Source: an optimization exercise on an open RTL-to-GDS flow (aim: small area and a short achievable clock period). Production flows keep margins and buffers that such runs may drop.
Where RTL was checked, it was by simulation tests only, not by an equivalence proof against the original.
Only the layout flow was run in runs 5 to 8; the RTL was not checked for function there.
Power figures rest on the tool's default switching activity, not on a simulated workload.

===== design/flow/design.v =====
module XOR #(
    parameter WIDTH = 8
)
(
    input [WIDTH - 1:0] in_1,
    input [WIDTH - 1:0] in_2,
    output [WIDTH - 1:0] out
);
assign out = in_1 ^ in_2;
endmodule  
module NOR #(
    parameter WIDTH = 8
)(
    input [WIDTH - 1:0] in,
    output out 
);
assign out = ~(|in) ? 1 : 0;
endmodule  
module memory_cell #(
    parameter CELL_SIZE = 8,
    parameter CELL_ADDR = 0,
    parameter ADDR_SIZE = 3
)(
    input clk,
    input reset,
    input wen,
    input priority_wen,
    input lower_eq,
    input [CELL_SIZE - 1:0] input_data,
    input [CELL_SIZE - 1:0] check_data,
    input [ADDR_SIZE - 1:0] input_addr,
    output eq,
    output [ADDR_SIZE - 1:0] output_addr,
    output reg [CELL_SIZE - 1:0] output_data
);
localparam [ADDR_SIZE - 1:0] cell_addr = CELL_ADDR;
wire [CELL_SIZE - 1:0] temp_data;
XOR #(
    .WIDTH(CELL_SIZE)
) DD1 (
    .in_1(check_data),
    .in_2(output_data),
    .out(temp_data)
);
NOR #(
    .WIDTH(CELL_SIZE)
) DD2 (
    .in(temp_data),
    .out(eq)
);
assign output_addr = (eq && !lower_eq) ? cell_addr : 0;
always @(posedge clk or negedge reset) begin 
    if (!(reset)) output_data <= 0;
    else if (((wen) && (cell_addr <= input_addr)) || priority_wen) output_data <= input_data; 
end
endmodule  
module LU_cache #(
    parameter CELL_SIZE = 8,
    parameter CELL_COUNT = 128,
    parameter CELL_ADDR_SIZE = 7
)
(
    input clk,
    input reset,
    input [CELL_SIZE - 1:0] data_in,
    input new_data,
    output [CELL_COUNT * CELL_SIZE - 1:0] data_out
);
wire [CELL_ADDR_SIZE - 1:0] addr;  
wire [CELL_COUNT - 1:0][CELL_ADDR_SIZE-1:0] addr_array;
wire eq;
wire [CELL_COUNT - 1:0] eq_array;
wire [CELL_COUNT - 1:0] lower_eq_array;
wire priority_wen;
genvar i;
generate 
    for (i = 0; i < CELL_COUNT; i = i + 1) begin : memory_cel_modules
        if (i == 0) begin
            assign lower_eq_array[i] = 1'b0;
            memory_cell #(
                .CELL_SIZE(CELL_SIZE),
                .ADDR_SIZE(CELL_ADDR_SIZE),
                .CELL_ADDR(i)
            ) CELL (
                .clk(clk),
                .reset(reset),
                .wen(new_data),
                .priority_wen(priority_wen),
                .lower_eq(lower_eq_array[i]),
                .input_data(data_in),
                .check_data(data_in),
                .input_addr(addr),
                .eq(eq_array[i]),
                .output_addr(addr_array[i]),
                .output_data(data_out[i*CELL_SIZE +: CELL_SIZE])
            );
        end else begin
            assign lower_eq_array[i] = |eq_array[i-1:0];
            memory_cell #(
                .CELL_SIZE(CELL_SIZE),
                .ADDR_SIZE(CELL_ADDR_SIZE),
                .CELL_ADDR(i)
            ) CELL (
                .clk(clk),
                .reset(reset),
                .wen(new_data),
                .priority_wen(priority_wen),
                .lower_eq(lower_eq_array[i]),
                .input_data(data_out[(i-1)*CELL_SIZE +: CELL_SIZE]),
                .check_data(data_in),
                .input_addr(addr),
                .eq(eq_array[i]),
                .output_addr(addr_array[i]),
                .output_data(data_out[i*CELL_SIZE +: CELL_SIZE])
            );
        end
    end
endgenerate
assign priority_wen = (!eq & new_data) ? 1 : 0;
assign eq = |eq_array;
genvar bit_idx;
generate
    for (bit_idx = 0; bit_idx < CELL_ADDR_SIZE; bit_idx = bit_idx + 1) begin : or_bit
        wire [CELL_COUNT-1:0] or_inputs;
        for (i = 0; i < CELL_COUNT; i = i + 1) begin : collect_bits
            assign or_inputs[i] = addr_array[i][bit_idx];
        end
        assign addr[bit_idx] = |or_inputs;
    end
endgenerate
endmodule  

===== design/flow/config.mk =====
export PLATFORM = sky130hd
export DESIGN_NAME = LU_cache
export DESIGN_NICKNAME = LU_cache
export VERILOG_FILES = /design/flow/design.v
export SDC_FILE = /design/flow/constraint.sdc
export NUM_CORES = 4
export LEC_CHECK = 0
export CAP_MARGIN = 20
export CORE_MARGIN = 2
export CORE_UTILIZATION = 40
export SLEW_MARGIN = 20

===== design/flow/run.sh =====
#!/bin/bash
# synth_recipe.tcl (not shown) runs the flow's synth.tcl, then flattens the netlist and writes it again
# the make line also repeats each setting of config.mk as NAME=value (left out here)
make -C /OpenROAD-flow-scripts/flow DESIGN_CONFIG=/design/flow/config.mk WORK_HOME=/design/flow/orfs CLKGATE_MAP_FILE= SYNTH_SCRIPT=/design/flow/synth_recipe.tcl finish

===== design/flow/constraint.sdc =====
create_clock -name core_clock -period 7.0 [get_ports {clk}]
set_input_delay 1.4000 -clock core_clock [delete_from_list [all_inputs] [get_ports {clk}]]
set_output_delay 1.4000 -clock core_clock [all_outputs]
set_load 0.01 [all_outputs]

==> results of run 1 <==
-- metrics by stage --
step	setup TNS, ps	cells	setup WS, ps
after floorplan	0	4379	1740
after global placement	-347	7211	-45.0
after detailed placement	-273	7211	-40.2
after CTS	0	7421	769
after global routing	0	7421	591
final	0	7423	627
-- final cells by class --
class                           instances  area [um2]  share of cell area
Multi-Input combinational cell       3146       27300               0.381
Sequential cell                      1024       25600               0.358
Timing Repair Buffer                 1248       12600               0.176
Clock buffer                          163        3250              0.0453
Tap cell                             1781        2230              0.0311
Clock inverter                         47         618             0.00863
Inverter                               12        45.0            0.000629
Antenna cell                            2        5.00           0.0000699
-- layer usage --
metal | share of wire | global-route usage | wire, um
met2 | 0.48 | 0.547 | 112000
met3 | 0.070 | 0.0807 | 16500
met5 | 0.000098 | 0 | 23
met1 | 0.41 | 0.412 | 94800
met4 | 0.046 | 0.135 | 10800
-- Yosys cell counts (all sizes together), types with 11 or more instances --
| cell | n |
|---|---|
| o211ai | 15 |
| xor2 | 600 |
| a31oi | 26 |
| and4 | 17 |
| a211oi | 14 |
| xnor2 | 424 |
| dfrtp | 1024 |
| nand2 | 236 |
| buf | 170 |
| o21ai | 68 |
| or2 | 14 |
| nor3 | 21 |
| inv | 12 |
| and2 | 32 |
| nor4 | 171 |
| nand4 | 139 |
| nor2 | 118 |
| a21oi | 66 |
| nand3 | 36 |
| mux2 | 984 |
| clkbuf | 27 |
| a21boi | 11 |
-- logic make-up after synthesis --
logic type      count (synthesis)  share of synthesized area
flops                        1024                      0.471
simple gates                  838                     0.0854
xor+xnor                     1024                      0.165
compound gates                296                     0.0454
mux                           988                      0.205
buf+inv                       209                     0.0281
-- path summary, 6_finish.rpt --
| check | startpoint | endpoint |
|---|---|---|
| min in group asynchronous | reset | asynchronous set/reset pin |
| min reg2reg | flop | flop |
| min | flop | flop |
| max reg2reg | flop | flop |
| max in group asynchronous | reset | asynchronous set/reset pin |
| max | data_in[2] | flop |
-- critical path, cell delays in order --
cell	delay, ps
buf_8	220
buf_12	310
xnor2_1	120
nand4_1	110
nor2_1	70
or4b_1	580
buf_4	230
or4_1	740
a311oi_1	720
o31a_1	320
o21ai_0	230
and3_2	340
o311ai_1	660
and2_1	490
mux2_2	390
-- power groups by stage --
stage	Sequential [W]	Combinational (W)	Clock, W
finish	0.00927	0.0132	0.00627
global route	0.00936	0.0138	0.00660
CTS	0.00925	0.0132	0.00636
detailed placement	0.00933	0.0131	0
global placement	0.00934	0.0130	0
floorplan	0.00886	0.00683	0
==> results by group, run 1 <==
Run status
  • Status: finished clean

Setup path
  • CP arrival: 7010 ps
  • Critical Path RT: 7640 ps
  • Worst setup EP type: flop
  • Worst reg2reg path depth: 13
  • Worst Setup Start Kind: input port
  • Max FO, Critical Path: 30
  • Register-to-register setup slack: 1280 ps
  • WS Path Type: input port to flop

Final layout
  • Final Cell Area: 0.0716 mm2
  • Fraction of layout cells with a size suffix above 1: 0.262
  • Final core utilization: 0.530
  • Regs by FF count: memory_cel_modules.genblk1.CELL.output_data (1024)
  • Area Growth Syn to Fin: 31.8%
  • Fill cells: 12100
  • Max reg flops: 1024
  • Top reg by flops: memory_cel_modules.genblk1.CELL.output_data
  • # nets final: 5555
  • Commonest cells after routing, fill and taps aside: dfrtp_1 (1024), clkdlybuf4s50_1 (1024), mux2_2 (943), xor2_1 (600), xnor2_1 (424)

Placed design
  • GPL Wtd Cong: 0.946
  • Placed Area: 0.0678 mm2
  • IO buf count: 1034
  • Hpwl dp: 183000 um

Logic synthesis
  • Distinct cells, synth: 105
  • Async set-reset flop share out of synthesis: 1.00
  • Mapped Cells: 4379
  • Top FF cell, synth: dfrtp_1
  • Sequential area share after synthesis: 0.471
  • Synth top area share: 0.471
  • Biggest area consumer among synthesized cells: dfrtp_1
  • Ys Warns: 128
  • Syn_area_per_cell: 12.4 um2
  • Syn_nets: 4390
  • Number of flops mapped to enable cells by yosys: 0
  • Netlist Area Pre-Place: 0.0544 mm2
  • Largest cells by area after synthesis: dfrtp_1 (47%), mux2_2 (20%), xor2_1 (9.7%)
  • Register bit count reported by yosys: 1024

Pwr
  • Internal power: 0.0172 W
  • Comb pwr share: 0.459
  • Maximum VDD drop: 0.000277 V
  • Leakage: 31.7 nW
  • Clk pwr share: 0.218
  • Sw Pwr: 0.0116 W
  • Switching part of the total: 0.402
  • P per Cell Area: 401 mW/mm2
  • Total power: 0.0288 W
  • Reg power frac: 0.322

Hold path
  • Hold WC Path Type: flop to flop
  • Worst hold stages: 2

Global route
  • Overall track demand over capacity in global routing: 0.330
  • Initial antenna violation count: 2
  • Largest net degree at the start of global routing: 152
  • Vias in the first global route: 42400
  • First-pass GRT wire length: 333000 um
  • Total gr overflow: 0

STA
  • Final hold viol count: 0
  • Final setup violation count: 0
  • Slew headroom: 0.329
  • Final min period: 6370 ps
  • Max Clk Rate: 0.157 GHz
  • Setup Skew: 40.5 ps
  • Final Max Tran Viols: 0
  • Tightest Pin Transition: 999 ps
  • Final Cycle Share: 0.910
  • Unrepaired setup endpoints after global routing: false
  • Worst hold slack: 550 ps

Floorplan
  • DIE AREA: 0.139 mm2
  • Die extent in y: 373 um
  • # rows: 135
  • Placeable Area: 0.135 mm2
  • Chip width: 373 um
  • Number of I/O pins: 1035
  • Starting Density: 0.402

Clocking
  • CTS buffer count: 112
  • CTS H-tree lvls: 3
  • Post_cts resized: 0
  • CTS tree: built
  • Max clock buf depth: 3
  • Post CTS Setup Buffer Count: 0
  • Clock latency (worst-skew pair): 760 ps
  • Root Driver: clkbuf_16
  • Post-CTS Hold Buffers: 0
  • Reg clk slew, reported paths: 60 ps
  • Clk sink count: 1024

Detailed routing
  • Residual DRC count: 0
  • Routed WL: 234000 um
  • Via density per instance: 5.64
  • DR WL/cell: 31.5 um
  • DRT antenna net count: 0
  • First drt pass iteration count: 5
  • DR iter-0 viols: 3337
  • Via count: 41900

Run
  • Max Cap Viol: 0
==> run 2: changes to the inputs <==
==> design/flow/design.v (replaced) <==
module prefix_or #(
    parameter N = 128,
    parameter L = 7     
)(
    input  [N - 1:0] in,
    output [N - 1:0] out
);
wire [(L + 1) * N - 1:0] lvl;
assign lvl[N - 1:0] = in;
genvar l, i;
generate
    for (l = 0; l < L; l = l + 1) begin : level
        for (i = 0; i < N; i = i + 1) begin : bitn
            if ((i >> l) & 1)
                assign lvl[(l + 1) * N + i] = lvl[l * N + i] | lvl[l * N + ((i >> l) << l) - 1];
            else
                assign lvl[(l + 1) * N + i] = lvl[l * N + i];
        end
    end
endgenerate
assign out = {lvl[L * N +: N - 1], 1'b0};
endmodule  
module LU_cache #(
    parameter CELL_SIZE = 8,
    parameter CELL_COUNT = 128,
    parameter CELL_ADDR_SIZE = 7
)
(
    input clk,
    input reset,
    input [CELL_SIZE - 1:0] data_in,
    input new_data,
    output [CELL_COUNT * CELL_SIZE - 1:0] data_out
);
reg  [CELL_COUNT * CELL_SIZE - 1:0] cells;
wire [CELL_COUNT - 1:0] eq;
wire [CELL_COUNT - 1:0] below;    
wire [CELL_COUNT * CELL_SIZE - 1:0] shifted = {cells[(CELL_COUNT - 1) * CELL_SIZE - 1:0], data_in};
assign data_out = cells;
genvar j;
generate
    for (j = 0; j < CELL_COUNT; j = j + 1) begin : cmp
        assign eq[j] = cells[j * CELL_SIZE +: CELL_SIZE] == data_in;
    end
endgenerate
prefix_or #(.N(CELL_COUNT), .L(CELL_ADDR_SIZE)) PO (.in(eq), .out(below));
generate
    for (j = 0; j < CELL_COUNT; j = j + 1) begin : cl
        always @(posedge clk or negedge reset) begin
            if (!reset) cells[j * CELL_SIZE +: CELL_SIZE] <= 0;
            else if (new_data && !below[j])
                cells[j * CELL_SIZE +: CELL_SIZE] <= shifted[j * CELL_SIZE +: CELL_SIZE];
        end
    end
endgenerate
endmodule  
==> design/flow/flow/run.sh (new file) <==
#!/bin/bash
# Standard ORFS layout, but port buffers are the smallest buffer (buf_1)
# instead of the cell buffer_ports picks by default.
set -euo pipefail
bash standard.sh "BUFFER_PORTS_ARGS=-buffer_cell sky130_fd_sc_hd__buf_1" finish > standard.log 2>&1
==> design/flow/standard.sh (new file) <==
#!/bin/bash
# synth_recipe.tcl (not shown) runs the flow's synth.tcl, then flattens the netlist and writes it again
# the make line also repeats each setting of config.mk as NAME=value (left out here)
make -C /OpenROAD-flow-scripts/flow DESIGN_CONFIG=/design/flow/config.mk WORK_HOME=/design/flow/orfs CLKGATE_MAP_FILE= SYNTH_SCRIPT=/design/flow/synth_recipe.tcl "${@:-finish}"
removed: design/flow/run.sh
==> results by group, run 2 <==
Detailed routing
  • DR iter-0 viols: 2299
  • DRT antenna net count: 0
  • Routed WL: 200000 um
  • Via count: 36900
  • DR WL/cell: 29.4 um
  • Via density per instance: 5.42
  • First drt pass iteration count: 7
  • Residual DRC count: 0

Logic synthesis
  • Synth Area in XOR/XNOR: 0.171
  • Post-Synth Adder-Cell Area: 0
  • Largest cells by area after synthesis: dfrtp_1 (49%), mux2_2 (21%), xor2_1 (8.9%)
  • Synth top area share: 0.494
  • Ys Warns: 1
  • Main combinational cell family by area after synthesis: multiplexers
  • Biggest area consumer among synthesized cells: dfrtp_1
  • Mapped Cells: 3847
  • Netlist Area Pre-Place: 0.0519 mm2
  • Number of flops mapped to enable cells by yosys: 0
  • Async set-reset flop share out of synthesis: 1.00
  • Synth Area in Simple Gates: 0.0747
  • Syn_area_per_cell: 13.5 um2
  • Proportion of synthesized area in mux cells: 0.223
  • Top FF cell, synth: dfrtp_1
  • Synth Area in Compound Gates: 0.00757
  • Synth cell count leaders: dfrtp_1 (1024), mux2_2 (949), xor2_1 (526), xnor2_1 (490), nor4_1 (144)
  • Sequential area share after synthesis: 0.494
  • Distinct cells, synth: 74
  • Count leader, synth: dfrtp_1
  • Register bit count reported by yosys: 1024
  • Syn_nets: 3858

Clocking
  • Clock latency (worst-skew pair): 750 ps
  • Clk sink count: 1024
  • Max clock buf depth: 3
  • CTS H-tree lvls: 3
  • CTS buffer count: 112
  • Root Driver: clkbuf_16
  • Post-CTS Hold Buffers: 0
  • Reg clk slew, reported paths: 60 ps
  • Post CTS Setup Buffer Count: 0
  • CTS tree: built
  • Post_cts resized: 0

Setup path
  • WP buf/inv: 4
  • Slowest CP cell: a211oi_1
  • Worst Setup Start Kind: input port
  • Most numerous cell on the critical path: buf_4
  • CP arrival: 6110 ps
  • WS Path Type: input port to flop
  • Worst setup EP type: flop
  • Critical Path RT: 7610 ps
  • Max FO, Critical Path: 37
  • CP Cell Sequence: clkbuf_4, buf_4, xor2_1, nor4_1, a22o_1, a211oi_1, or4b_4, nor4_4, buf_12, buf_4, nand4_2, mux2_2
  • Delay-heaviest family, CP: buffers and inverters
  • Critical path's largest stage delay: 660 ps

Pwr
  • Leakage: 28.2 nW
  • Comb pwr share: 0.247
  • Reg power frac: 0.404
  • Clk pwr share: 0.349
  • Sw Pwr: 0.00611 W
  • Internal power: 0.0123 W
  • Switching part of the total: 0.332
  • Maximum VDD drop: 0.000229 V
  • P per Cell Area: 298 mW/mm2

STA
  • Setup Skew: 47.3 ps
  • Final hold viol count: 0
  • Final Max Tran Viols: 0
  • Final Cycle Share: 0.785
  • Unrepaired setup endpoints after global routing: false
  • Final setup violation count: 0
  • Fin Setup TNS: 0 ps
  • Slew headroom: 0.311
  • Tightest Pin Transition: 1030 ps
  • Final min period: 5500 ps
  • Max Clk Rate: 0.182 GHz

Final layout
  • Fraction of layout cells with a size suffix above 1: 0.277
  • Area Growth Syn to Fin: 19.1%
  • Fill cells: 11900
  • # nets final: 4973
  • Most common cell after layout, fill and taps aside: buf_1
  • Top reg by flops: cells
  • Commonest cells after routing, fill and taps aside: buf_1 (1025), dfrtp_1 (1024), mux2_2 (949), xor2_1 (526), xnor2_1 (490)
  • Final core utilization: 0.478
  • Final non-filler cell total: 6801
  • Regs by FF count: cells (1024)
  • Max reg flops: 1024
  • Final Cell Area: 0.0618 mm2

Floorplan
  • Number of I/O pins: 1035
  • Placeable Area: 0.129 mm2
  • Starting Density: 0.402
  • DIE AREA: 0.133 mm2
  • Die extent in y: 364 um
  • Chip width: 364 um
  • # rows: 132

Global route
  • Largest net degree at the start of global routing: 170
  • Initial antenna violation count: 6
  • Total gr overflow: 0
  • First-pass GRT wire length: 283000 um
  • Vias in the first global route: 37300
  • Overall track demand over capacity in global routing: 0.293

Placed design
  • Placed Cells incl. Taps: 6590
  • IO buf count: 1034
  • Placed Area: 0.0578 mm2
  • Hpwl dp: 154000 um
  • GPL Wtd Cong: 0.894

Hold path
  • Hold WC Path Type: flop to flop

Run
  • Max Cap Viol: 0

Run status
  • Status: finished clean
run 2: changes by cell type in the layout (fill, tap and decap cells not counted), moves of 40 or more:
cell | previous run | this run
xor2_1 | 600 | 526
xnor2_1 | 424 | 490
o21ai_0 | 45 | 2
nor2_1 | 110 | 61
mux2_4 | 0 | 40
buf_1 | 0 | 1025
nand2_1 | 232 | 89
buf_4 | 165 | 103
clkdlybuf4s50_1 | 1024 | 0
run 2: metrics by stage:
stage / total power [W] / hold WS, ps / worst slack, ps
after global placement: 0.0120 / 491 / 652
final: 0.0184 / 513 / 1500
after global routing: 0.0191 / 525 / 1350
after floorplan: 0.0104 / 550 / 2660
after detailed placement: 0.0121 / 500 / 684
after CTS: 0.0185 / 514 / 1430
run 2: per-layer routing:
metal / track usage / wire length, um / vias up
li1: - / - / 15900
met1: 0.355 / 78600 / 19400
met2: 0.506 / 99800 / 1250
met3: 0.0701 / 13300 / 318
met4: 0.109 / 8030 / 0
met5: 0 / 0 / -
run 2: final timing paths:
| path | start | endpoint | slack [ps] | cells after the start |
|---|---|---|---|---|
| hold / removal | cells[1018] | cells[1018] | 510 | 1 |
| min in group asynchronous | reset | cells[764] | 870 | 1 |
| setup / recovery | data_in[0] | cells[786] | 1500 | 12 |
| hold reg to reg | cells[1018] | cells[1018] | 510 | 1 |
| max in group asynchronous | reset | cells[612] | 4290 | 3 |
| setup reg to reg | cells[368] | cells[786] | 2560 | 10 |
run 2: kinds of logic after synthesis:
kind of cell / count (synthesis)
flops: 1024
xor+xnor: 1016
mux: 1016
simple gates: 580
buf+inv: 163
compound gates: 48
run 2: final cells by class:
cell class                      count  area, um2  area share
Antenna cell                        3       7.51    0.000122
Sequential cell                  1024      25600       0.415
Inverter                            2       7.51    0.000122
Clock buffer                      165       3310      0.0536
Tap cell                         1742       2180      0.0353
Multi-Input combinational cell   2660      24800       0.401
Clock inverter                     43        673      0.0109
Timing Repair Buffer             1162       5190      0.0840
run 2: power by group through the flow:
stage / combinational (W) / clock [W] / sequential [W]
2_1_floorplan: 0.00297 / 0 / 0.00739
3_3_place_gp: 0.00453 / 0 / 0.00751
3_5_place_dp: 0.00457 / 0 / 0.00752
4_1_cts: 0.00459 / 0.00652 / 0.00741
5_1_grt: 0.00489 / 0.00676 / 0.00748
6_report: 0.00455 / 0.00641 / 0.00742
==> run 3: changes to the inputs <==
==> design/flow/run.sh (new file) <==
#!/bin/bash
# synth_recipe.tcl (not shown) runs the flow's synth.tcl, then flattens the netlist and writes it again
# the make line also repeats each setting of config.mk as NAME=value (left out here)
make -C /OpenROAD-flow-scripts/flow DESIGN_CONFIG=/design/flow/config.mk WORK_HOME=/design/flow/orfs CLKGATE_MAP_FILE= SYNTH_SCRIPT=/design/flow/synth_recipe.tcl finish
--- a/design/flow/config.mk
+++ b/design/flow/config.mk
@@ -7,2 +7,3 @@
 export LEC_CHECK = 0
+export ABC_CLOCK_PERIOD_IN_PS = 4000
 export CAP_MARGIN = 20
@@ -10,2 +11,3 @@
 export CORE_UTILIZATION = 40
+export CTS_BUF_LIST = sky130_fd_sc_hd__clkbuf_4 sky130_fd_sc_hd__clkbuf_8
 export SLEW_MARGIN = 20
removed: design/flow/flow/run.sh
removed: design/flow/standard.sh
==> results by group, run 3 <==
Logic synthesis
  • Synth top area share: 0.494
  • Synth Area in XOR/XNOR: 0.171
  • Top FF cell, synth: dfrtp_1
  • Synth Area in Compound Gates: 0.00757
  • Count leader, synth: dfrtp_1
  • Ys Warns: 1
  • Biggest area consumer among synthesized cells: dfrtp_1
  • Synth Area in Simple Gates: 0.0747
  • Async set-reset flop share out of synthesis: 1.00
  • Largest cells by area after synthesis: dfrtp_1 (49%), mux2_2 (21%), xor2_1 (8.9%)
  • Mapped Cells: 3847
  • Proportion of synthesized area in mux cells: 0.223
  • Syn_nets: 3858
  • Register bit count reported by yosys: 1024
  • Synth cell count leaders: dfrtp_1 (1024), mux2_2 (949), xor2_1 (526), xnor2_1 (490), nor4_1 (144)
  • Main combinational cell family by area after synthesis: multiplexers
  • Syn_area_per_cell: 13.5 um2
  • Post-Synth Adder-Cell Area: 0
  • Distinct cells, synth: 74
  • Netlist Area Pre-Place: 0.0519 mm2
  • Sequential area share after synthesis: 0.494
  • Number of flops mapped to enable cells by yosys: 0

Pwr
  • P per Cell Area: 275 mW/mm2
  • Sw Pwr: 0.00614 W
  • Reg power frac: 0.401
  • Leakage: 30.5 nW
  • Maximum VDD drop: 0.000234 V
  • Clk pwr share: 0.320
  • Comb pwr share: 0.279
  • Switching part of the total: 0.330
  • Internal power: 0.0125 W

Setup path
  • CP arrival: 5950 ps
  • Slowest CP cell: or4_1
  • Delay-heaviest family, CP: simple AND/OR/NAND/NOR gates
  • CP Cell Sequence: buf_8, buf_12, xnor2_1, nand4_1, o22ai_1, or4b_1, nor3_1, nand4_2, or4_1, mux2_4
  • WS Path Type: input port to flop
  • Worst Setup Start Kind: input port
  • Worst setup EP type: flop
  • Critical path's largest stage delay: 980 ps
  • Max FO, Critical Path: 41
  • Critical Path RT: 7760 ps
  • WP buf/inv: 2

Placed design
  • GPL Wtd Cong: 0.902
  • Hpwl dp: 155000 um
  • IO buf count: 1034

Global route
  • Overall track demand over capacity in global routing: 0.304
  • Total gr overflow: 0
  • Vias in the first global route: 38100
  • Initial antenna violation count: 8
  • Largest net degree at the start of global routing: 150
  • First-pass GRT wire length: 292000 um

Run
  • Max Cap Viol: 0

Floorplan
  • DIE AREA: 0.133 mm2
  • Placeable Area: 0.129 mm2
  • Starting Density: 0.402
  • # rows: 132
  • Die extent in y: 364 um
  • Chip width: 364 um
  • Number of I/O pins: 1035

Final layout
  • Regs by FF count: cells (1024)
  • Most common cell after layout, fill and taps aside: clkdlybuf4s50_1
  • Commonest cells after routing, fill and taps aside: clkdlybuf4s50_1 (1025), dfrtp_1 (1024), mux2_2 (949), xor2_1 (526), xnor2_1 (490)
  • Fraction of layout cells with a size suffix above 1: 0.292
  • Area Growth Syn to Fin: 30.7%
  • Final core utilization: 0.525
  • Max reg flops: 1024
  • # nets final: 5008
  • Top reg by flops: cells

Detailed routing
  • Routed WL: 205000 um
  • First drt pass iteration count: 5
  • Via density per instance: 5.35
  • Residual DRC count: 0
  • DR iter-0 viols: 2399
  • DRT antenna net count: 0
  • DR WL/cell: 29.9 um
  • Via count: 36800

Hold path
  • Hold WC Path Type: flop to flop

STA
  • Unrepaired setup endpoints after global routing: false
  • Final Max Tran Viols: 0
  • Fin Setup TNS: 0 ps
  • Setup Skew: 46.5 ps
  • Final Cycle Share: 0.743
  • Max Clk Rate: 0.192 GHz
  • Final setup violation count: 0
  • Tightest Pin Transition: 990 ps
  • Final min period: 5200 ps
  • Final hold viol count: 0
  • Slew headroom: 0.334

Clocking
  • Reg clk slew, reported paths: 60 ps
  • CTS H-tree lvls: 4
  • Clock latency (worst-skew pair): 890 ps
  • Max clock buf depth: 3
  • Post CTS Setup Buffer Count: 0
  • CTS buffer count: 184
  • Root Driver: clkbuf_8
  • CTS tree: built
  • Clk sink count: 1024
  • Post-CTS Hold Buffers: 0
  • Post_cts resized: 0

Run status
  • Status: finished clean
==> run 3: cell counts after synthesis <==
No cell type changed its count.
==> run 3: cells by family (layout without fill, tap and decap cells) <==
group / Yosys count / after routing
buffers and inverters: 163 / 1446
and+or+nand+nor: 580 / 580
DFF: 1024 / 1024
AOI/OAI and AO/OA: 48 / 48
xor gates and xnor gates: 1016 / 1016
other: 0 / 4
muxes: 1016 / 1016
==> run 3: layout make-up <==
type,instances,area (um2)
Clock buffer,296,3730
Multi-Input combinational cell,2660,24800
Inverter,2,7.51
Antenna cell,4,10.0
Fill cell,11500,61400
Timing Repair Buffer,1125,11300
Sequential cell,1024,25600
Tap cell,1742,2180
Clock inverter,23,141
==> run 3: worst reg2reg max path: stages (launching register included) <==
cell     delay [ps]
dfrtp_1         550
xnor2_1         220
nand4_1         110
o21ai_2         160
a41oi_1         610
and4_1          440
buf_4           260
nand4_1         600
nor2_1          850
mux2_2          420
==> run 3: final timing paths <==
kind | from | end | slack (ps) | cells past startpoint
worst min register to register | cells[1017] | cells[1017] | 500 | 1
min in group asynchronous | reset | cells[868] | 540 | 1
worst max-delay path | data_in[3] | cells[935] | 1800 | 10
max in group asynchronous | reset | cells[735] | 5010 | 2
worst max register to register | cells[6] | cells[296] | 2670 | 9
worst min-delay path | cells[1017] | cells[1017] | 500 | 1
==> run 3: per-stage QoR <==
stage,std cells,instance area (um2),hold slack (ps),setup WS [ps],power (W)
after floorplan,3847,51900,550,2660,0.0104
after global placement,6553,63900,492,810,0.0127
after detailed placement,6553,63900,495,830,0.0128
after CTS,6872,67800,478,1790,0.0188
after global routing,6874,67800,522,1780,0.0194
final,6876,67800,504,1800,0.0186
==> run 3: power groups by stage <==
stage	clock network (W)	registers, W	logic [W]
2_1_floorplan	0	0.00739	0.00297
3_3_place_gp	0	0.00758	0.00517
3_5_place_dp	0	0.00756	0.00520
4_1_cts	0.00608	0.00747	0.00523
5_1_grt	0.00634	0.00753	0.00554
6_report	0.00596	0.00747	0.00519
==> run 3: metal layers <==
layer,routed length (um),track usage
met1,81300,0.362
met2,102000,0.517
met5,0,0
met3,14400,0.0858
met4,8140,0.117
==> run 4: changes to the inputs <==
--- a/design/flow/config.mk
+++ b/design/flow/config.mk
@@ -7,3 +7,2 @@
 export LEC_CHECK = 0
-export ABC_CLOCK_PERIOD_IN_PS = 4000
 export CAP_MARGIN = 20
@@ -11,3 +10,2 @@
 export CORE_UTILIZATION = 40
-export CTS_BUF_LIST = sky130_fd_sc_hd__clkbuf_4 sky130_fd_sc_hd__clkbuf_8
 export SLEW_MARGIN = 20
==> results by group, run 4 <==
Final layout
  • FF/Latch Area: 0.0256 mm2
  • Regs by FF count: cells (1024)
  • Final Cell Area: 0.0677 mm2
  • Commonest cells after routing, fill and taps aside: clkdlybuf4s50_1 (1025), dfrtp_1 (1024), mux2_2 (949), xor2_1 (526), xnor2_1 (490)
  • Fill cells: 11400
  • Top reg by flops: cells
  • Most common cell after layout, fill and taps aside: clkdlybuf4s50_1
  • Final non-filler cell total: 6765
  • Final core utilization: 0.524
  • Area Growth Syn to Fin: 30.5%
  • Multi-input logic area: 0.0248 mm2
  • Max reg flops: 1024
  • Fraction of layout cells with a size suffix above 1: 0.271
  • # nets final: 4940

Logic synthesis
  • Top FF cell, synth: dfrtp_1
  • Register bit count reported by yosys: 1024
  • Synth cell count leaders: dfrtp_1 (1024), mux2_2 (949), xor2_1 (526), xnor2_1 (490), nor4_1 (144)
  • Distinct cells, synth: 74
  • Syn_nets: 3858
  • Netlist Area Pre-Place: 0.0519 mm2
  • Post-Synth Adder-Cell Area: 0
  • Largest cells by area after synthesis: dfrtp_1 (49%), mux2_2 (21%), xor2_1 (8.9%)
  • Biggest area consumer among synthesized cells: dfrtp_1
  • Mapped Cells: 3847
  • Synth top area share: 0.494
  • Async set-reset flop share out of synthesis: 1.00
  • Syn_area_per_cell: 13.5 um2
  • Number of flops mapped to enable cells by yosys: 0
  • Synth Area in Compound Gates: 0.00757
  • Synth Area in XOR/XNOR: 0.171
  • Main combinational cell family by area after synthesis: multiplexers
  • Sequential area share after synthesis: 0.494
  • Proportion of synthesized area in mux cells: 0.223
  • Ys Warns: 1
  • Synth Area in Simple Gates: 0.0747
  • Count leader, synth: dfrtp_1

Detailed routing
  • First drt pass iteration count: 7
  • DR iter-0 viols: 2331
  • DR WL/cell: 30.2 um
  • Routed WL: 204000 um
  • DRT antenna net count: 0
  • Residual DRC count: 0
  • Via count: 36300
  • Via density per instance: 5.37

Floorplan
  • # rows: 132
  • Placeable Area: 0.129 mm2
  • Number of I/O pins: 1035
  • Starting Density: 0.402
  • DIE AREA: 0.133 mm2
  • Die extent in y: 364 um
  • Chip width: 364 um

Clocking
  • Post CTS Setup Buffer Count: 0
  • Post-CTS Hold Buffers: 0
  • CTS H-tree lvls: 3
  • CTS tree: built
  • Root Driver: clkbuf_16
  • CTS buffer count: 116
  • Clock latency (worst-skew pair): 740 ps
  • Clk sink count: 1024
  • Max clock buf depth: 3
  • Reg clk slew, reported paths: 60 ps
  • Post_cts resized: 0

STA
  • Final min period: 5370 ps
  • Tightest Pin Transition: 988 ps
  • Setup Skew: 41.8 ps
  • Final worst slack: 1630 ps
  • Slew headroom: 0.335
  • Final hold viol count: 0
  • Unrepaired setup endpoints after global routing: false
  • Final setup violation count: 0
  • Final Cycle Share: 0.767
  • Fin Setup TNS: 0 ps
  • Max Clk Rate: 0.186 GHz
  • Final Max Tran Viols: 0

Setup path
  • Critical path's largest stage delay: 980 ps
  • WS Path Type: input port to flop
  • Max FO, Critical Path: 41
  • Worst Setup Start Kind: input port
  • Critical Path RT: 7620 ps
  • WP buf/inv: 2
  • CP arrival: 5990 ps
  • CP Cell Sequence: buf_8, buf_12, xnor2_1, nand4_1, o22ai_1, or4b_1, nor3_1, nand4_2, or4_1, mux2_4
  • Delay-heaviest family, CP: simple AND/OR/NAND/NOR gates
  • Worst reg2reg path depth: 9
  • Number of cells on the critical path: 10
  • Worst setup EP type: flop
  • Slowest CP cell: or4_1

Placed design
  • Placed Cells incl. Taps: 6553
  • IO buf count: 1034
  • DP Worst Slack: 830 ps
  • Hpwl dp: 155000 um
  • GPL Wtd Cong: 0.902
  • Placed Area: 0.0639 mm2

Pwr
  • P per Cell Area: 278 mW/mm2
  • Maximum VDD drop: 0.000337 V
  • Leakage: 30.3 nW

Hold path
  • Hold WC Path Type: flop to flop
  • Worst hold stages: 1

Global route
  • Initial antenna violation count: 4
  • First-pass GRT wire length: 290000 um
  • Overall track demand over capacity in global routing: 0.301
  • Vias in the first global route: 37400
  • Largest net degree at the start of global routing: 150
  • Total gr overflow: 0

Run status
  • Status: finished clean

Run
  • Max Cap Viol: 0
-- run 4: cell counts after synthesis --
Identical to the previous run, type by type.
-- run 4: worst reg2reg max path: cells and delay by family (launching register included) --
| family | cells | cell delay, ps |
|---|---|---|
| AOI/OAI and AO/OA | 2 | 760 |
| xor gates and xnor gates | 1 | 150 |
| buffers and inverters | 1 | 260 |
| DFF | 1 | 640 |
| muxes | 1 | 420 |
| and+or+nand+nor | 4 | 2020 |
-- run 4: worst paths after layout --
check | from | to | slack (ps)
max | data_in[3] | cells[935] | 1630
min | cells[1017] | cells[1017] | 500
max reg2reg | cells[6] | cells[296] | 2630
min reg2reg | cells[1017] | cells[1017] | 500
max in group asynchronous | reset | cells[720] | 4870
min in group asynchronous | reset | cells[868] | 670
-- run 4: final cells by class --
| type | instances | share of cell area |
|---|---|---|
| Sequential cell | 1024 | 0.378 |
| Multi-Input combinational cell | 2660 | 0.366 |
| Timing Repair Buffer | 1125 | 0.167 |
| Clock buffer | 174 | 0.0509 |
| Tap cell | 1742 | 0.0322 |
| Clock inverter | 37 | 0.00543 |
| Inverter | 2 | 0.000111 |
| Antenna cell | 1 | 0.0000369 |
-- run 4: per-stage QoR --
stage          hold slack [ps]  total power [W]
2_1_floorplan              550           0.0104
3_3_place_gp               492           0.0127
3_5_place_dp               495           0.0128
4_1_cts                    507           0.0190
5_1_grt                    526           0.0196
6_report                   504           0.0188
-- run 4: layer usage --
metal  up-vias  GRT usage  routed length, um
li1      15800          -                  -
met1     19200      0.366              81600
met2      1085      0.522             103000
met3       265     0.0761              13200
met4         0     0.0971               7090
met5         -          0                  0
-- run 4: report_power, final --
| group | switching (W) | internal, W | total, W |
|---|---|---|---|
| clock network | 0.00258 | 0.00360 | 0.00617 |
| registers | 0.000989 | 0.00648 | 0.00747 |
| logic | 0.00254 | 0.00265 | 0.00519 |
| total | 0.00611 | 0.0127 | 0.0188 |
-- run 4: logic make-up (layout without fill, tap and decap cells) --
| logic type | count (synthesis) | in the layout |
|---|---|---|
| flops | 1024 | 1024 |
| xor+xnor | 1016 | 1016 |
| mux | 1016 | 1016 |
| simple gates | 580 | 580 |
| buf+inv | 163 | 1338 |
| compound gates | 48 | 48 |
| other cells | 0 | 1 |
==> run 5: changes to the inputs <==
--- a/design/flow/design.v
+++ b/design/flow/design.v
@@ -1 +1,12 @@
+module sel_mux #(
+    parameter W = 8
+)(
+    input s,
+    input sn,
+    input [W - 1:0] a,
+    input [W - 1:0] b,
+    output [W - 1:0] x
+);
+assign x = ({W{s}} & a) | ({W{sn}} & b);
+endmodule  
 module prefix_or #(
@@ -35,4 +46,7 @@
 reg  [CELL_COUNT * CELL_SIZE - 1:0] cells;
+wire [CELL_COUNT * CELL_SIZE - 1:0] cells_next;
 wire [CELL_COUNT - 1:0] eq;
 wire [CELL_COUNT - 1:0] below;    
+wire [CELL_COUNT - 1:0] shift = {CELL_COUNT{new_data}} & ~below;
+wire [CELL_COUNT - 1:0] hold = ~shift;
 wire [CELL_COUNT * CELL_SIZE - 1:0] shifted = {cells[(CELL_COUNT - 1) * CELL_SIZE - 1:0], data_in};
@@ -47,10 +61,16 @@
 generate
-    for (j = 0; j < CELL_COUNT; j = j + 1) begin : cl
-        always @(posedge clk or negedge reset) begin
-            if (!reset) cells[j * CELL_SIZE +: CELL_SIZE] <= 0;
-            else if (new_data && !below[j])
-                cells[j * CELL_SIZE +: CELL_SIZE] <= shifted[j * CELL_SIZE +: CELL_SIZE];
-        end
+    for (j = 0; j < CELL_COUNT; j = j + 1) begin : nxt
+        sel_mux #(.W(CELL_SIZE)) M (
+            .s(shift[j]),
+            .sn(hold[j]),
+            .a(shifted[j * CELL_SIZE +: CELL_SIZE]),
+            .b(cells[j * CELL_SIZE +: CELL_SIZE]),
+            .x(cells_next[j * CELL_SIZE +: CELL_SIZE])
+        );
     end
 endgenerate
+always @(posedge clk or negedge reset) begin
+    if (!reset) cells <= 0;
+    else cells <= cells_next;
+end
 endmodule  
==> design/flow/flow/run.sh (new file) <==
#!/bin/bash
# Standard ORFS layout, except that port buffers are buf_1 instead of the
# cell buffer_ports picks by default.
set -euo pipefail
bash standard.sh "BUFFER_PORTS_ARGS=-buffer_cell sky130_fd_sc_hd__buf_1" finish > layout.log 2>&1
==> design/flow/standard.sh (new file) <==
#!/bin/bash
# synth_recipe.tcl (not shown) runs the flow's synth.tcl, then flattens the netlist and writes it again
# the make line also repeats each setting of config.mk as NAME=value (left out here)
make -C /OpenROAD-flow-scripts/flow DESIGN_CONFIG=/design/flow/config.mk WORK_HOME=/design/flow/orfs CLKGATE_MAP_FILE= SYNTH_SCRIPT=/design/flow/synth_recipe.tcl "${@:-finish}"
--- a/design/flow/config.mk
+++ b/design/flow/config.mk
@@ -9,3 +9,7 @@
 export CORE_MARGIN = 2
-export CORE_UTILIZATION = 40
+export CORE_UTILIZATION = 55
+export CTS_CLUSTER_DIAMETER = 60
+export CTS_CLUSTER_SIZE = 30
+export SETUP_SLACK_MARGIN = 3.5
 export SLEW_MARGIN = 20
+export SYNTH_HIERARCHICAL = 1
removed: design/flow/run.sh
==> results by group, run 5 <==
Pwr
  • Maximum VDD drop: 0.000180 V
  • Leakage: 26.3 nW
  • Reg power frac: 0.402
  • Sw Pwr: 0.00635 W
  • Clk pwr share: 0.300
  • Comb pwr share: 0.297
  • Internal power: 0.0112 W
  • Total power: 0.0175 W
  • P per Cell Area: 281 mW/mm2
  • Switching part of the total: 0.363

Floorplan
  • Die extent in y: 309 um
  • Chip width: 309 um
  • Number of I/O pins: 1035
  • DIE AREA: 0.0953 mm2
  • Placeable Area: 0.0918 mm2
  • # rows: 111
  • Starting Density: 0.556

Setup path
  • WP buf/inv: 5
  • Delay-heaviest family, CP: simple AND/OR/NAND/NOR gates
  • CP arrival: 5020 ps
  • Max FO, Critical Path: 10
  • Critical path's largest stage delay: 590 ps
  • Worst Setup Start Kind: input port
  • CP Cell Sequence: clkbuf_16, bufbuf_16, xnor2_1, nand4_1, nor2_2, or4_4, or3_4, or4_4, nor3_4, buf_12, inv_8, or4_4, nand2b_4, clkinvlp_4, a22o_1
  • Most numerous cell on the critical path: or4_4
  • WS Path Type: input port to flop
  • Critical Path RT: 7620 ps
  • Slowest CP cell: or4_4
  • Worst setup EP type: flop

STA
  • Final Cycle Share: 0.628
  • Final Max Tran Viols: 0
  • Setup Skew: 32.6 ps
  • Final min period: 4400 ps
  • Slew headroom: 0.157
  • Final setup violation count: 0
  • Tightest Pin Transition: 1260 ps
  • Final hold viol count: 0
  • Unrepaired setup endpoints after global routing: true
  • Fin Setup TNS: 0 ps
  • Max Clk Rate: 0.227 GHz

Clocking
  • Max clock buf depth: 3
  • CTS H-tree lvls: 3
  • Root Driver: clkbuf_16
  • CTS tree: built
  • CTS buffer count: 85
  • Post-CTS Hold Buffers: 0
  • Reg clk slew, reported paths: 80 ps
  • Clock latency (worst-skew pair): 700 ps
  • Clk sink count: 1024

Detailed routing
  • Routed WL: 207000 um
  • First drt pass iteration count: 6
  • Via count: 41900
  • Residual DRC count: 0
  • Via density per instance: 6.30
  • DRT antenna net count: 0
  • DR iter-0 viols: 4444
  • DR WL/cell: 31.1 um

Placed design
  • GPL Wtd Cong: 0.938
  • Hpwl dp: 142000 um
  • IO buf count: 1034

Final layout
  • Top reg by flops: cells
  • # diodes: 0
  • # nets final: 5345
  • Area Growth Syn to Fin: 22.1%
  • Fraction of layout cells with a size suffix above 1: 0.145
  • Regs by FF count: cells (1024)
  • Final core utilization: 0.679
  • Commonest cells after routing, fill and taps aside: a22o_1 (1024), dfrtp_1 (1024), buf_1 (1024), xnor2_1 (1009), nand4_1 (257)
  • Max reg flops: 1024

Logic synthesis
  • Mapped Cells: 4308
  • Netlist Area Pre-Place: 0.0511 mm2
  • Ys Warns: 7
  • Syn_nets: 4319
  • Syn_area_per_cell: 11.9 um2

Global route
  • Overall track demand over capacity in global routing: 0.421
  • Total gr overflow: 0
  • Largest net degree at the start of global routing: 126
  • Vias in the first global route: 39600
  • First-pass GRT wire length: 292000 um
  • Initial antenna violation count: 2

Run status
  • Status: finished clean

Run
  • Max Cap Viol: 0

Hold path
  • Hold WC Path Type: flop to flop
[run 5: metrics by stage]
| stage | hold WS, ps | worst slack (ps) | cells | area (um2) |
|---|---|---|---|---|
| after floorplan | 532 | 2520 | 4308 | 52000 |
| after global placement | 489 | 862 | 6277 | 54900 |
| after detailed placement | 494 | 802 | 6277 | 54900 |
| after CTS | 513 | 2680 | 6575 | 61100 |
| after global routing | 533 | 2500 | 6645 | 62400 |
| final | 516 | 2600 | 6645 | 62400 |
[run 5: routing by layer]
| layer | vias to the layer above | share of wire | GRT usage | wire length, um |
|---|---|---|---|---|
| met5 | - | 0.00013 | 0 | 26 |
| met4 | 4 | 0.079 | 0.276 | 16300 |
| met3 | 612 | 0.10 | 0.127 | 20900 |
| met2 | 2277 | 0.45 | 0.639 | 92800 |
| met1 | 21300 | 0.37 | 0.522 | 76600 |
| li1 | 17700 | - | - | - |
[run 5: area by class of cell]
cell class	instances	area (um2)
Multi-Input combinational cell	2797	23600
Timing Repair Buffer	1286	7680
Inverter	140	908
Fill cell	7050	29400
Clock buffer	92	2250
Clock inverter	63	791
Sequential cell	1024	25600
Tap cell	1243	1560
[run 5: final timing paths]
kind,start,to,slack (ps),cells after the start
max,data_in[2],cells[982],2600,15
min,cells[1023],cells[1023],520,1
max reg2reg,cells[367],cells[982],3190,13
min reg2reg,cells[1023],cells[1023],520,1
max in group asynchronous,reset,cells[313],4680,3
min in group asynchronous,reset,cells[96],650,1
[run 5: worst register-to-register path: stages, from the launching register on]
cell,delay (ps)
dfrtp_1,500
xnor2_2,180
nand4_1,100
nor2_1,50
or4_4,540
or3_4,420
or4_4,590
nor3_4,170
buf_12,160
inv_8,60
or4_4,420
nand2b_4,190
clkinvlp_4,210
a22o_1,160
[run 5: power groups by stage]
| stage | Combinational (W) | Sequential [W] | Clock [W] |
|---|---|---|---|
| global placement | 0.00395 | 0.00712 | 0 |
| global route | 0.00552 | 0.00708 | 0.00552 |
| detailed placement | 0.00399 | 0.00712 | 0 |
| finish | 0.00521 | 0.00704 | 0.00526 |
| CTS | 0.00474 | 0.00700 | 0.00530 |
| floorplan | 0.00332 | 0.00709 | 0 |
[run 5: timing repair]
action / 4_1_cts / 5_1_grt
pin swaps: 62 / 117
resized for setup: 393 / 162
buffers inserted: 83 / 47
setup endpoints to repair: 970 / 960
cloned: 60 / 23
==> run 6: changes to the inputs <==
--- a/design/flow/design.v
+++ b/design/flow/design.v
@@ -18,16 +18,34 @@
 );
-wire [(L + 1) * N - 1:0] lvl;
-assign lvl[N - 1:0] = in;
-genvar l, i;
+localparam NG = N / 4;     
+localparam NB = N / 16;    
+wire [N - 1:0]  lg;        
+wire [NG - 1:0] g;         
+wire [NG - 1:0] lb;        
+wire [NB - 1:0] b;         
+wire [NB - 1:0] pb;        
+genvar i;
 generate
-    for (l = 0; l < L; l = l + 1) begin : level
-        for (i = 0; i < N; i = i + 1) begin : bitn
-            if ((i >> l) & 1)
-                assign lvl[(l + 1) * N + i] = lvl[l * N + i] | lvl[l * N + ((i >> l) << l) - 1];
-            else
-                assign lvl[(l + 1) * N + i] = lvl[l * N + i];
+    for (i = 0; i < NG; i = i + 1) begin : grp
+        assign lg[4 * i]     = 1'b0;
+        assign lg[4 * i + 1] = in[4 * i];
+        assign lg[4 * i + 2] = in[4 * i] | in[4 * i + 1];
+        assign lg[4 * i + 3] = in[4 * i] | in[4 * i + 1] | in[4 * i + 2];
+        assign g[i] = |in[4 * i +: 4];
+    end
+    for (i = 0; i < NB; i = i + 1) begin : blk
+        assign lb[4 * i]     = 1'b0;
+        assign lb[4 * i + 1] = g[4 * i];
+        assign lb[4 * i + 2] = g[4 * i] | g[4 * i + 1];
+        assign lb[4 * i + 3] = g[4 * i] | g[4 * i + 1] | g[4 * i + 2];
+        assign b[i] = |g[4 * i +: 4];
+        if (i == 0) begin : first
+            assign pb[i] = 1'b0;
+        end else begin : rest
+            assign pb[i] = |b[i - 1:0];
         end
     end
+    for (i = 0; i < N; i = i + 1) begin : o
+        assign out[i] = pb[i / 16] | lb[i / 4] | lg[i];
+    end
 endgenerate
-assign out = {lvl[L * N +: N - 1], 1'b0};
 endmodule  
==> results by group, run 6 <==
Run status
  • Status: finished clean

Pwr
  • Reg power frac: 0.411
  • Leakage: 25.8 nW
  • Total power: 0.0172 W
  • Internal power: 0.0111 W
  • Clk pwr share: 0.299
  • Comb pwr share: 0.290
  • Switching part of the total: 0.358
  • Sw Pwr: 0.00616 W
  • Maximum VDD drop: 0.000246 V
  • P per Cell Area: 281 mW/mm2

Floorplan
  • Number of I/O pins: 1035
  • Placeable Area: 0.0919 mm2
  • DIE AREA: 0.0954 mm2
  • Die extent in y: 309 um
  • # rows: 111
  • Chip width: 309 um
  • Starting Density: 0.556

Final layout
  • Max reg flops: 1024
  • Final core utilization: 0.668
  • Fill cells: 7314
  • Final non-filler cell total: 6605
  • # nets final: 5302
  • Regs by FF count: cells (1024)
  • Top reg by flops: cells
  • Fraction of layout cells with a size suffix above 1: 0.139
  • Commonest cells after routing, fill and taps aside: a22o_1 (1024), dfrtp_1 (1024), buf_1 (1024), xnor2_1 (1012), nand4_1 (263)
  • Area Growth Syn to Fin: 20.1%

Logic synthesis
  • Syn_area_per_cell: 11.9 um2
  • Netlist Area Pre-Place: 0.0511 mm2
  • Mapped Cells: 4305
  • Ys Warns: 7
  • Syn_nets: 4316

Setup path
  • CP arrival: 4740 ps
  • Worst reg2reg path depth: 15
  • CP Cell Sequence: clkbuf_16, buf_16, buf_8, xnor2_2, nand4_1, nor2_2, or4_4, nor4_4, buf_4, nand4_1, buf_6, nor3_4, buf_12, buf_12, buf_12, buf_4, nand3_2, nand2b_4, a22o_1
  • Worst setup EP type: flop
  • Slowest CP cell: or4_4
  • WS Path Type: input port to flop
  • R2R Path End: cells[565]
  • Critical path's largest stage delay: 570 ps
  • Critical Path RT: 7570 ps
  • FF-to-FF Start: cells[0]
  • Register-to-register setup slack: 3320 ps
  • Most numerous cell on the critical path: buf_12
  • Worst Setup Start Kind: input port
  • Max FO, Critical Path: 7

Detailed routing
  • DRT antenna net count: 0
  • Residual DRC count: 0
  • First drt pass iteration count: 5
  • DR iter-0 viols: 4377
  • DR WL/cell: 30.9 um
  • Via density per instance: 6.31
  • Routed WL: 204000 um
  • Via count: 41700

Hold path
  • Min-Delay Startpoint: cells[1018]
  • Endpoint, Worst Hold: cells[1018]
  • Worst hold stages: 1
  • Hold WC Path Type: flop to flop

STA
  • Final hold viol count: 0
  • Max Clk Rate: 0.239 GHz
  • Slew headroom: 0.120
  • Final Cycle Share: 0.597
  • Unrepaired setup endpoints after global routing: true
  • Setup Skew: 36.1 ps
  • Final min period: 4180 ps
  • Final setup violation count: 0
  • Fin Setup TNS: 0 ps
  • Final Max Tran Viols: 0
  • Final worst slack: 2820 ps
  • Tightest Pin Transition: 1320 ps

Global route
  • Vias in the first global route: 39100
  • Total gr overflow: 0
  • Largest net degree at the start of global routing: 171
  • Initial antenna violation count: 4
  • First-pass GRT wire length: 286000 um
  • Overall track demand over capacity in global routing: 0.411

Clocking
  • CTS H-tree lvls: 3
  • CTS tree: built
  • Max clock buf depth: 3
  • CTS buffer count: 84
  • Root Driver: clkbuf_16
  • Reg clk slew, reported paths: 70 ps
  • Clk sink count: 1024
  • Clock latency (worst-skew pair): 690 ps

Placed design
  • GPL Wtd Cong: 1.02
  • Hpwl dp: 143000 um
  • Placed Cells incl. Taps: 6281
  • DP Worst Slack: 937 ps
  • IO buf count: 1034

Run
  • Max Cap Viol: 0
## run 6: area by class of cell
class                      count  area, um2  share of cell area
sequential                  1024      25600               0.417
multi-input combinational   2793      23500               0.383
timing repair buffer        1255       6860               0.112
clock buffer                  99       2260              0.0368
tap                         1243       1560              0.0253
inverter                     133        875              0.0142
clock inverter                57        713              0.0116
antenna                        1       2.50           0.0000407
## run 6: power groups by stage
| stage | Combinational [W] | Clock (W) | Sequential [W] |
|---|---|---|---|
| global route | 0.00533 | 0.00544 | 0.00711 |
| global placement | 0.00389 | 0 | 0.00717 |
| detailed placement | 0.00392 | 0 | 0.00717 |
| floorplan | 0.00340 | 0 | 0.00709 |
| finish | 0.00500 | 0.00515 | 0.00709 |
| CTS | 0.00452 | 0.00519 | 0.00705 |
## run 6: per-layer routing
metal / share of wire / global-route usage
met1: 0.38 / 0.536
met2: 0.44 / 0.608
met3: 0.098 / 0.111
met4: 0.076 / 0.263
met5: 0.00013 / 0
## run 6: timing repair
| item | 4_1_cts | 5_1_grt |
|---|---|---|
| resized for setup | 299 | 146 |
| hold buffers | 0 | 0 |
| buffers inserted | 53 | 51 |
| endpoints found under the setup margin | 986 | 970 |
| pin swaps | 92 | 114 |
| gates cloned | 39 | 24 |
## run 6: worst max path at each step
stage	start	end
finish	data_in[0]	cells[763]
global route	data_in[0]	cells[349]
CTS	data_in[4]	cells[1002]
detailed placement	data_in[3]	cells[924]
global placement	data_in[3]	cells[922]
floorplan	data_in[3]	cells[344]
## run 6: stage by stage
stage,hold WS (ps),area [um2]
2_1_floorplan,532,52200
3_3_place_gp,488,55100
3_5_place_dp,488,55100
4_1_cts,508,60200
5_1_grt,526,61400
6_report,511,61400
## run 6: worst max-delay path, delay by kind of cell
kind                   cells  cell delay (ps)
AO/OA/AOI/OAI              1              240
XOR/XNOR                   1              120
buffers and inverters      9             1390
AND/OR/NAND/NOR            8             1530
==> run 7: changes to the inputs <==
==> design/flow/flow/run.sh (replaced) <==
#!/bin/bash
# Standard ORFS layout, except that port buffers are buf_1 instead of the
# cell buffer_ports picks by default, and timing is repaired after CTS only
# (no second repair after global routing).
set -euo pipefail
bash standard.sh "BUFFER_PORTS_ARGS=-buffer_cell sky130_fd_sc_hd__buf_1" SKIP_INCREMENTAL_REPAIR=1 finish > layout.log 2>&1
--- a/design/flow/config.mk
+++ b/design/flow/config.mk
@@ -10,5 +10,3 @@
 export CORE_UTILIZATION = 55
-export CTS_CLUSTER_DIAMETER = 60
-export CTS_CLUSTER_SIZE = 30
-export SETUP_SLACK_MARGIN = 3.5
+export SETUP_SLACK_MARGIN = 2.5
 export SLEW_MARGIN = 20
==> results by group, run 7 <==
Detailed routing
  • DR WL/cell: 29.4 um
  • Routed WL: 191000 um
  • Via count: 40200
  • DR iter-0 viols: 4219
  • DRT antenna net count: 0
  • Via density per instance: 6.21
  • First drt pass iteration count: 6
  • Residual DRC count: 0

Logic synthesis
  • Netlist Area Pre-Place: 0.0511 mm2
  • Ys Warns: 7
  • Syn_area_per_cell: 11.9 um2
  • Syn_nets: 4316
  • Mapped Cells: 4305

Floorplan
  • Placeable Area: 0.0919 mm2
  • Chip width: 309 um
  • Number of I/O pins: 1035
  • Die extent in y: 309 um
  • # rows: 111
  • Starting Density: 0.556
  • DIE AREA: 0.0954 mm2

Final layout
  • Max reg flops: 1024
  • FF/Latch Area: 0.0256 mm2
  • Top reg by flops: cells
  • Multi-input logic area: 0.0221 mm2
  • # nets final: 5150
  • Final core utilization: 0.637
  • Area Growth Syn to Fin: 14.5%
  • Fraction of layout cells with a size suffix above 1: 0.0663
  • Fill cells: 7614
  • Commonest cells after routing, fill and taps aside: a22o_1 (1024), dfrtp_1 (1024), buf_1 (1024), xnor2_1 (1016), nand4_1 (263)
  • Regs by FF count: cells (1024)

STA
  • Setup Skew: 31.1 ps
  • Final min period: 4660 ps
  • Final Cycle Share: 0.665
  • Final hold viol count: 0
  • Slew headroom: 0.192
  • Tightest Pin Transition: 1210 ps
  • Final Max Tran Viols: 0
  • Final setup violation count: 0
  • Fin Setup TNS: 0 ps
  • Max Clk Rate: 0.215 GHz

Hold path
  • Hold WC Path Type: flop to flop
  • Endpoint, Worst Hold: cells[948]
  • Worst hold stages: 1
  • Min-Delay Startpoint: cells[940]

Placed design
  • GPL Wtd Cong: 0.938
  • Hpwl dp: 142000 um
  • IO buf count: 1034

Global route
  • Total gr overflow: 0
  • Overall track demand over capacity in global routing: 0.391
  • Vias in the first global route: 38100
  • Largest net degree at the start of global routing: 150
  • Initial antenna violation count: 0
  • First-pass GRT wire length: 276000 um

Pwr
  • Leakage: 25.0 nW
  • Total power: 0.0169 W
  • Maximum VDD drop: 0.000236 V
  • P per Cell Area: 289 mW/mm2

Clocking
  • Reg clk slew, reported paths: 60 ps
  • Post CTS Setup Buffer Count: 5
  • Clock latency (worst-skew pair): 710 ps
  • Post_cts resized: 71
  • Max clock buf depth: 3
  • Root Driver: clkbuf_16
  • Clk sink count: 1024
  • CTS H-tree lvls: 3
  • CTS buffer count: 109
  • Post-CTS Hold Buffers: 0
  • CTS tree: built

Setup path
  • FF-to-FF Start: cells[15]
  • Critical Path RT: 7640 ps
  • Worst Setup Start Kind: input port
  • Worst reg2reg path depth: 14
  • WS Path Type: input port to flop
  • R2R Path End: cells[840]
  • Worst setup EP type: flop
  • Register-to-register setup slack: 3130 ps
  • CP arrival: 5290 ps
  • Max FO, Critical Path: 28

Run
  • Max Cap Viol: 0

Run status
  • Status: finished clean
run 7: worst max path at each step:
stage	startpoint	to	slack, ps	cells after the start
finish	data_in[2]	cells[840]	2340	17
global route	data_in[6]	cells[840]	2150	17
CTS	data_in[5]	cells[1004]	2500	14
detailed placement	data_in[6]	cells[574]	770	14
global placement	data_in[3]	cells[552]	820	13
floorplan	data_in[7]	cells[344]	2510	14
run 7: stage by stage:
step | setup slack [ps] | hold slack (ps) | area (um2) | instances
finish | 2340 | 572 | 58500 | 6477
global route | 2150 | 588 | 58500 | 6476
CTS | 2500 | 564 | 58500 | 6476
detailed placement | 771 | 550 | 54400 | 6263
global placement | 817 | 555 | 54400 | 6263
floorplan | 2510 | 532 | 51200 | 4305
run 7: area by class of cell:
cell class,count,share of cell area
antenna,1,0.0000428
clock buffer,169,0.0570
clock inverter,36,0.00618
inverter,133,0.00853
multi-input combinational,2754,0.377
sequential,1024,0.438
tap,1243,0.0266
timing repair buffer,1117,0.0868
run 7: metal layers:
metal,up-vias,global-route usage,routed length (um)
li1,17200,-,-
met1,20700,0.502,73300
met2,1950,0.587,85800
met3,449,0.120,19000
met4,0,0.226,12700
met5,-,0,0
run 7: report_power, final:
part / total [W] / internal, W / switching [W]
clock: 0.00596 / 0.00349 / 0.00247
sequential: 0.00706 / 0.00634 / 0.000718
combinational: 0.00393 / 0.00141 / 0.00253
run 7: critical path, cell delays in order:
cell	delay, ps
clkbuf_8	300
buf_12	270
buf_12	240
xnor2_1	90
nand4_1	100
nor2_1	110
nor4_1	410
buf_4	200
and3_1	310
nand4_1	170
buf_4	210
nor3_4	160
buf_6	300
nand4b_1	130
nand2b_1	330
inv_1	310
a22o_1	200
==> run 8: changes to the inputs <==
--- a/design/flow/config.mk
+++ b/design/flow/config.mk
@@ -10,3 +10,3 @@
 export CORE_UTILIZATION = 55
-export SETUP_SLACK_MARGIN = 2.5
+export SETUP_SLACK_MARGIN = 3.0
 export SLEW_MARGIN = 20
==> results by group, run 8 <==
Clocking
  • Post_cts resized: 129
  • CTS buffer count: 109
  • Post-CTS Hold Buffers: 0
  • CTS tree: built
  • Max clock buf depth: 3
  • Reg clk slew, reported paths: 60 ps
  • Clock latency (worst-skew pair): 700 ps
  • Clk sink count: 1024
  • Post CTS Setup Buffer Count: 23
  • Root Driver: clkbuf_16
  • CTS H-tree lvls: 3

Floorplan
  • Die extent in y: 309 um
  • Starting Density: 0.556
  • Placeable Area: 0.0919 mm2
  • # rows: 111
  • DIE AREA: 0.0954 mm2
  • Number of I/O pins: 1035
  • Chip width: 309 um

Setup path
  • Worst reg2reg path depth: 13
  • Critical Path RT: 7620 ps
  • Worst setup path startpoint: data_in[0]
  • Register-to-register setup slack: 3420 ps
  • Worst setup EP type: flop
  • FF-to-FF Start: cells[13]
  • Setup crit end: cells[680]
  • WS Path Type: input port to flop
  • R2R Path End: cells[239]
  • Max FO, Critical Path: 19
  • Worst Setup Start Kind: input port
  • CP arrival: 4840 ps

Placed design
  • Placed Area: 0.0547 mm2
  • GPL Wtd Cong: 0.950
  • Hpwl dp: 141000 um
  • IO buf count: 1034

STA
  • Final Max Tran Viols: 0
  • Fin Setup TNS: 0 ps
  • Setup Skew: 28.0 ps
  • Final setup violation count: 0
  • Slew headroom: 0.292
  • Final Cycle Share: 0.603
  • Final hold viol count: 0
  • Max Clk Rate: 0.237 GHz
  • Final min period: 4220 ps
  • Tightest Pin Transition: 1060 ps

Detailed routing
  • DRT antenna net count: 0
  • Via density per instance: 6.23
  • Via count: 40400
  • Residual DRC count: 0
  • DR iter-0 viols: 4344
  • Routed WL: 197000 um
  • DR WL/cell: 30.4 um
  • First drt pass iteration count: 5

Global route
  • Overall track demand over capacity in global routing: 0.404
  • First-pass GRT wire length: 281000 um
  • Vias in the first global route: 38500
  • Largest net degree at the start of global routing: 150
  • Initial antenna violation count: 0
  • Total gr overflow: 0

Final layout
  • Regs by FF count: cells (1024)
  • Area Growth Syn to Fin: 16.5%
  • Commonest cells after routing, fill and taps aside: a22o_1 (1024), dfrtp_1 (1024), buf_1 (1024), xnor2_1 (1015), nand4_1 (263)
  • # nets final: 5176
  • Final Cell Area: 0.0596 mm2
  • Fraction of layout cells with a size suffix above 1: 0.0845
  • Max reg flops: 1024
  • Top reg by flops: cells

Logic synthesis
  • Netlist Area Pre-Place: 0.0511 mm2
  • Ys Warns: 7
  • Syn_area_per_cell: 11.9 um2
  • Syn_nets: 4316
  • Mapped Cells: 4305

Pwr
  • Maximum VDD drop: 0.000219 V
  • Reg power frac: 0.413
  • Comb pwr share: 0.245
  • P per Cell Area: 288 mW/mm2
  • Leakage: 25.5 nW
  • Internal power: 0.0114 W
  • Sw Pwr: 0.00572 W
  • Switching part of the total: 0.334
  • Clk pwr share: 0.342

Run status
  • Status: finished clean

Hold path
  • Hold WC Path Type: flop to flop

Run
  • Max Cap Viol: 0
-- run 8: layout make-up --
type | instances | area (um2)
fill | 7452 | 32400
clock inverter | 29 | 330
multi-input combinational | 2755 | 22500
sequential | 1024 | 25600
clock buffer | 159 | 3280
timing repair buffer | 1142 | 5710
antenna | 1 | 2.50
inverter | 133 | 546
tap | 1243 | 1560
-- run 8: power groups by stage --
stage	Clock (W)	Sequential (W)	Combinational (W)
after CTS	0.00591	0.00705	0.00416
final	0.00587	0.00707	0.00420
after global routing	0.00617	0.00711	0.00452
after detailed placement	0	0.00715	0.00391
after global placement	0	0.00715	0.00388
after floorplan	0	0.00709	0.00332
-- run 8: layer usage --
layer	part of all wire	track usage	up-vias
met3	0.097	0.114	556
met5	0	0	-
met4	0.080	0.272	0
met2	0.45	0.611	2085
li1	-	-	17200
met1	0.38	0.508	20500
-- run 8: metrics by stage --
stage / std cells / util / hold WS (ps) / setup slack (ps) / total power (W)
2_1_floorplan: 4305 / - / 532 / 2730 / 0.0104
3_3_place_gp: 6250 / 0.595 / 483 / 748 / 0.0110
3_5_place_dp: 6250 / 0.595 / 487 / 733 / 0.0111
4_1_cts: 6485 / 0.648 / 501 / 2950 / 0.0171
5_1_grt: 6485 / 0.648 / 517 / 2680 / 0.0178
6_report: 6486 / 0.648 / 496 / 2780 / 0.0171
-- run 8: worst min-delay path by stage --
stage                     cells after the start        start          end
after floorplan                               1  cells[1016]  cells[1016]
after global placement                        1  cells[1021]  cells[1021]
after detailed placement                      1  cells[1020]  cells[1020]
after CTS                                     1  cells[1016]  cells[1016]
after global routing                          1  cells[1016]  cells[1016]
final                                         1  cells[1021]  cells[1021]
-- run 8: critical path, cell delays in order --
cell and delay [ps]:
clkbuf_16 190, buf_16 220, xnor2_1 150, nand4_1 100, nor2_1 90, or4_4 610, nor4_4 260, buf_4 180
buf_4 160, nand2_2 160, nor3_4 270, buf_4 190, nand3b_1 70, nand2b_1 280, inv_2 240, a22o_1 170

-- port drivers added, routing unchanged --
How much do the figures lean on ideal ports? The routed layouts below were timed once more, with nothing changed but the port constraints.
Step 1, drivers: a clkbuf_16 drives clk and a buf_2 each remaining input, both assumed.
Step 2 adds t to the input delays and takes it off the output delays; t is the mean of the earliest and latest rising clock arrival at the registers after step 1. Input paths then give back, and output paths get back, about the clock's delay inside the block.
Three values: no drivers, after step 1, after step 2; two values: the first two.
run	t (ns)	setup WS [ns]	worst setup path after step 2	latest minus earliest clock arrival (ns)	worst slew at a driven data input, ns
run 1	0.823	0.627 / 0.653 / -0.170	input to register	0.040 / 0.040	0.09
run 2	0.802	1.503 / 1.558 / 0.755	input to register	0.048 / 0.047	0.18
run 3	0.943	1.801 / 1.834 / 0.891	input to register	0.046 / 0.046	0.06
run 4	0.802	1.632 / 1.663 / 0.861	input to register	0.042 / 0.042	0.06
run 5	0.760	2.601 / 2.464 / 1.704	input to register	0.032 / 0.032	0.25
run 6	0.753	2.824 / 2.656 / 1.903	input to register	0.036 / 0.036	0.31
run 7	0.778	2.345 / 2.379 / 1.602	input to register	0.031 / 0.031	0.09
run 8	0.764	2.780 / 2.669 / 1.905	input to register	0.028 / 0.028	0.24
With both steps, setup timing fails in run 1, where it was met with ideal ports. The setup slack of run 6, which loses most, moves by -0.168 ns with the drivers and by -0.921 ns with both steps.
